This design comes from an exercise in tuning for small area on the open sky130 flow, not from production work. In this exercise RTL edits were held to simulation tests only and were not proved equivalent to the original. No driver is modelled on the clock port, so clock power and skew are understated where the tree is cut down; a real chip needs a root buffer or a tree.

## matrix2
module matrix2 (clk,reset,segout,scanout);
input clk,reset;
output [7:0] segout;
output [2:0] scanout;
reg [2:0] a;
reg [2:0] s;
reg [6:0] u;
reg p;
reg [2:0] k;
reg [3:0] t;
wire [2:0] an, sn, kn2;
wire [6:0] un;
wire pn;
wire [3:0] tn2;
  wire c45, c46, c47, c49, c50, c51, c53,
    c54, c55, c56, c57, c58, c59, c60, c61,
    c62, c63, c65, c66, c67, c69, c70, c71,
    c73, c74, c75, c77, c78, c79, c81, c82,
    c83, c85, c86, c87, c89, c90, c91, c93,
    c94, c95, c97, c99, c100, c101, c103,
    c104, c105, c106, c107, c108, c109, c110,
    c111, c112, c113, c114, c115, c116, c117,
    c118, c119, c120, c121, c122, c123, c124,
    c125, c126, c128, c129, c130, c132, c133,
    c135, c136, c137, c139, c140, c142, c143,
    c144, c146, c147, c148, c149, c150;
  assign an[0] = reset & ~a[0];
  assign c45 = ~a[0] & ~a[1];
  assign c46 = a[0] & a[1];
  assign c47 = reset & ~c46;
  assign an[1] = ~c45 & c47;
  assign c49 = ~a[2] & ~c46;
  assign c50 = a[2] & c46;
  assign c51 = reset & ~c50;
  assign an[2] = ~c49 & c51;
  assign c53 = u[1] & u[2];
  assign c54 = u[6] & c53;
  assign c55 = u[3] & u[4];
  assign c56 = s[1] & u[0];
  assign c57 = c55 & c56;
  assign c58 = c54 & c57;
  assign c59 = c50 & c58;
  assign c60 = reset & ~c59;
  assign c61 = s[0] & c50;
  assign c62 = ~s[0] & ~c50;
  assign c63 = ~c61 & ~c62;
  assign sn[0] = c60 & c63;
  assign c65 = s[1] & c61;
  assign c66 = ~s[1] & ~c61;
  assign c67 = ~c65 & ~c66;
  assign sn[1] = c60 & c67;
  assign c69 = ~s[2] & ~c65;
  assign c70 = s[2] & c65;
  assign c71 = c60 & ~c70;
  assign sn[2] = ~c69 & c71;
  assign c73 = ~u[0] & ~c70;
  assign c74 = u[0] & c70;
  assign c75 = c60 & ~c74;
  assign un[0] = ~c73 & c75;
  assign c77 = ~u[1] & ~c74;
  assign c78 = u[1] & c74;
  assign c79 = c60 & ~c78;
  assign un[1] = ~c77 & c79;
  assign c81 = u[2] & c78;
  assign c82 = ~u[2] & ~c78;
  assign c83 = c60 & ~c82;
  assign un[2] = ~c81 & c83;
  assign c85 = ~u[3] & ~c81;
  assign c86 = u[3] & c81;
  assign c87 = c60 & ~c86;
  assign un[3] = ~c85 & c87;
  assign c89 = ~u[4] & ~c86;
  assign c90 = c55 & c81;
  assign c91 = c60 & ~c90;
  assign un[4] = ~c89 & c91;
  assign c93 = ~u[5] & ~c90;
  assign c94 = u[5] & c90;
  assign c95 = c60 & ~c94;
  assign un[5] = ~c93 & c95;
  assign c97 = ~u[6] & ~c94;
  assign un[6] = c60 & ~c97;
  ...
For scale: ~200 cells after synthesis, about 21 flip-flops.
export LEC_CHECK = 0
export ABC_AREA = 1
export CAP_MARGIN = 20
export CORE_MARGIN = 2
export CORE_UTILIZATION = 40
export CTS_BUF_LIST = sky130_fd_sc_hd__clkbuf_4
export CTS_CLUSTER_DIAMETER = 100
export CTS_CLUSTER_SIZE = 10
export SLEW_MARGIN = 20
create_clock -name core_clock -period 10.0 [get_ports {clk}]
standard.sh (not shown) runs the stock make flow with config.mk's settings and CLKGATE_MAP_FILE= SYNTH_SCRIPT=/design/flow/synth_recipe.tcl, a recipe that flattens the netlist after the stock synthesis.
==> flow/flow/run.sh <==
#!/bin/bash
# Standard ORFS layout (standard.sh), with three changes to how it is made:
#  - synthesis maps logic with an area-oriented ABC script (flow/abc_area.script,
#    used through ABC_AREA=1 from a copy of the ORFS scripts folder);
#  - no half/full-adder cells are extracted before ABC (ADDER_MAP_FILE empty);
#  - port buffers use the smallest buffer, sky130_fd_sc_hd__buf_1.
# Registers, their names and cell types are those of the standard synthesis.
set -euo pipefail
W=$(pwd)
rm -rf "$W/scripts_own"
mkdir -p "$W/scripts_own"
cp -r "$FLOW_HOME/scripts/." "$W/scripts_own/"
cp "$W/flow/abc_area.script" "$W/scripts_own/abc_area.script"
export SCRIPTS_DIR="$W/scripts_own"
export ADDER_MAP_FILE=
export CTS_ARGS="-buf_list sky130_fd_sc_hd__clkbuf_8 -root_buf sky130_fd_sc_hd__clkbuf_8 -dont_use_dummy_load -repair_clock_nets"
export BUFFER_PORTS_ARGS="-buffer_cell sky130_fd_sc_hd__buf_1"
bash "$W/standard.sh" > "$W/standard_flow.log" 2>&1
==> flow/flow/abc_area.script <==
strash
&get -n
&dc2
&dch -f
&nf -R 1000 -p -F 8 -A 4
&put
topo
stime -c
Then changed:
--- a/flow/flow/run.sh
+++ b/flow/flow/run.sh
@@ -15,3 +15,3 @@
 export ADDER_MAP_FILE=
-export CTS_ARGS="-buf_list sky130_fd_sc_hd__clkbuf_8 -root_buf sky130_fd_sc_hd__clkbuf_8 -dont_use_dummy_load -repair_clock_nets"
+export CTS_ARGS="-sink_clustering_enable -sink_clustering_size 30 -sink_clustering_max_diameter 500 -buf_list sky130_fd_sc_hd__clkbuf_4 -root_buf sky130_fd_sc_hd__clkbuf_4 -dont_use_dummy_load -repair_clock_nets"
 export BUFFER_PORTS_ARGS="-buffer_cell sky130_fd_sc_hd__buf_1"
Effect: The changed run completed without violations; first-iteration DRC count went up by roughly a tenth; cell count is unchanged; synthesized cell count does not change; routed wire length falls slightly; via count rises slightly; setup slack degrades by 0.065 ns; maximum frequency drops slightly.
Then changed:
--- a/flow/flow/run.sh
+++ b/flow/flow/run.sh
@@ -1,3 +1,3 @@
 #!/bin/bash
-# Standard ORFS layout (standard.sh), with three changes to how it is made:
+# Standard ORFS layout (standard.sh), with four changes to how it is made:
 #  - synthesis maps logic with an area-oriented ABC script (flow/abc_area.script,
@@ -5,3 +5,4 @@
 #  - no half/full-adder cells are extracted before ABC (ADDER_MAP_FILE empty);
-#  - port buffers use the smallest buffer, sky130_fd_sc_hd__buf_1.
+#  - port buffers use the smallest buffer, sky130_fd_sc_hd__buf_1;
+#  - the clock tree is one clkbuf_8 at the centre of the registers.
 # Registers, their names and cell types are those of the standard synthesis.
@@ -15,2 +16,7 @@
 export ADDER_MAP_FILE=
+# one clock buffer instead of TritonCTS (flow/cts_one_buffer.tcl)
+sed -i 's|^log_cmd clock_tree_synthesis {\*}\$cts_args|source $::env(ONE_CLOCK_TCL)|' "$W/scripts_own/cts.tcl"
+grep -q ONE_CLOCK_TCL "$W/scripts_own/cts.tcl"
+export ONE_CLOCK_TCL="$W/flow/cts_one_buffer.tcl"
+export ONE_CLOCK_BUFFER=sky130_fd_sc_hd__clkbuf_8
 export CTS_ARGS="-sink_clustering_enable -sink_clustering_size 30 -sink_clustering_max_diameter 500 -buf_list sky130_fd_sc_hd__clkbuf_4 -root_buf sky130_fd_sc_hd__clkbuf_4 -dont_use_dummy_load -repair_clock_nets"
==> flow/flow/cts_one_buffer.tcl (new file) <==
# Clock tree for a small design: one clock buffer between the clock port and
# every register, placed at the centre of the registers it drives. Used in
# place of clock_tree_synthesis (sourced from cts.tcl).
set block [ord::get_db_block]
set clk_net [$block findNet clk]
set xs 0
set ys 0
set n 0
foreach it [$clk_net getITerms] {
  set inst [$it getInst]
  set box [$inst getBBox]
  set xs [expr {$xs + ([$box xMin] + [$box xMax]) / 2}]
  set ys [expr {$ys + ([$box yMin] + [$box yMax]) / 2}]
  incr n
}
set dbu [$block getDbUnitsPerMicron]
set x [expr {double($xs) / $n / $dbu}]
set y [expr {double($ys) / $n / $dbu}]
puts "Clock buffer for $n sinks at $x $y"
insert_buffer -buffer_cell $::env(ONE_CLOCK_BUFFER) -net clk -location [list $x $y] \
  -buffer_name clkbuf_root -net_name clk_root
foreach net [list [$block findNet clk] [$block findNet clk_root]] {
  $net setSigType CLOCK
}
- Now the flow did not get past 4_1_cts
- synthesized cell count does not change
- synthesized area is unchanged
Then changed:
--- a/flow/flow/cts_one_buffer.tcl
+++ b/flow/flow/cts_one_buffer.tcl
@@ -21,4 +21 @@
   -buffer_name clkbuf_root -net_name clk_root
-foreach net [list [$block findNet clk] [$block findNet clk_root]] {
-  $net setSigType CLOCK
-}
After rerunning: Now the flow finished with timing, DRC and antenna clean; synthesized cell count is unchanged; synthesized area does not change.
Then changed:
--- a/flow/flow/run.sh
+++ b/flow/flow/run.sh
@@ -6,3 +6,4 @@
 #  - port buffers use the smallest buffer, sky130_fd_sc_hd__buf_1;
-#  - the clock tree is one clkbuf_8 at the centre of the registers.
+#  - the clock tree is two clkbuf_4, each at the centre of half the registers,
+#    driven from the clock port (flow/cts_one_buffer.tcl).
 # Registers, their names and cell types are those of the standard synthesis.
@@ -20,3 +21,4 @@
 export ONE_CLOCK_TCL="$W/flow/cts_one_buffer.tcl"
-export ONE_CLOCK_BUFFER=sky130_fd_sc_hd__clkbuf_8
+export ONE_CLOCK_BUFFER=sky130_fd_sc_hd__clkbuf_4
+export ONE_CLOCK_GROUPS=2
 export CTS_ARGS="-sink_clustering_enable -sink_clustering_size 30 -sink_clustering_max_diameter 500 -buf_list sky130_fd_sc_hd__clkbuf_4 -root_buf sky130_fd_sc_hd__clkbuf_4 -dont_use_dummy_load -repair_clock_nets"
==> flow/flow/cts_one_buffer.tcl (replaced) <==
# Clock tree for a small design, used in place of clock_tree_synthesis
# (sourced from cts.tcl): the registers are split into ONE_CLOCK_GROUPS groups
# along the longer side of their spread, and each group gets one clock buffer
# (ONE_CLOCK_BUFFER) at its centre, driven straight from the clock port.
set block [ord::get_db_block]
set dbu [$block getDbUnitsPerMicron]
set clk_net [$block findNet clk]
set sinks {}
foreach it [$clk_net getITerms] {
  set box [[$it getInst] getBBox]
  set x [expr {([$box xMin] + [$box xMax]) / 2.0 / $dbu}]
  set y [expr {([$box yMin] + [$box yMax]) / 2.0 / $dbu}]
  lappend sinks [list $x $y [$it getInst] [[$it getMTerm] getName]]
}
set xs [lsort -real [lmap s $sinks {lindex $s 0}]]
set ys [lsort -real [lmap s $sinks {lindex $s 1}]]
set axis [expr {([lindex $xs end] - [lindex $xs 0]) >= ([lindex $ys end] - [lindex $ys 0]) ? 0 : 1}]
set sinks [lsort -real -index $axis $sinks]
set n [llength $sinks]
set groups $::env(ONE_CLOCK_GROUPS)
for {set g 0} {$g < $groups} {incr g} {
  set lo [expr {$g * $n / $groups}]
  set hi [expr {($g + 1) * $n / $groups - 1}]
  set part [lrange $sinks $lo $hi]
  set cx 0.0
  set cy 0.0
  set pins {}
  foreach s $part {
    set cx [expr {$cx + [lindex $s 0]}]
    set cy [expr {$cy + [lindex $s 1]}]
    lappend pins [get_pins "[[lindex $s 2] getName]/[lindex $s 3]"]
  }
  set cx [expr {$cx / [llength $part]}]
  set cy [expr {$cy / [llength $part]}]
  puts "Clock buffer $g for [llength $part] sinks at $cx $cy"
  insert_buffer -buffer_cell $::env(ONE_CLOCK_BUFFER) -net clk -load_pins $pins \
    -location [list $cx $cy] -buffer_name clkbuf_g$g -net_name clk_g$g
}
The new run finished with timing, DRC and antenna clean. Via count increases by a few percent. Worst setup slack gains 0.024 ns. Sequential share of layout area stays flat. Critical path depth stays the same. Final cell count went up slightly.
In the fourth and fifth runs of this note the design's own scripts or RTL, not TritonCTS, make the clock network.

## port drivers added, routing unchanged
Ports are ideal in the flow. The routed layouts listed here were re-timed in OpenROAD.
Step 1 sets driving cells, clkbuf_16 on the clock port and buf_2 on the other inputs (assumed; they add their load-dependent delay and slew).
Step 2 moves the port delays by t, midway between the first and last clock arrival at a register: inputs arrive t later, outputs are due t later. That takes back most of the time a late clock gives input paths.
a / b / c = ideal ports / drivers / drivers and shift; a / b = the first two.
run	shift t [ns]	setup WS [ns]	worst setup path after step 2
the first run	0.273	4.456 / 4.431 / 4.703	register to output
the second run	0.309	4.391 / 4.368 / 4.677	register to output
the fourth run	0.198	4.452 / 4.427 / 4.625	register to output
the fifth run	0.194	4.476 / 4.445 / 4.639	register to output
After both steps every run listed still meets setup and hold.
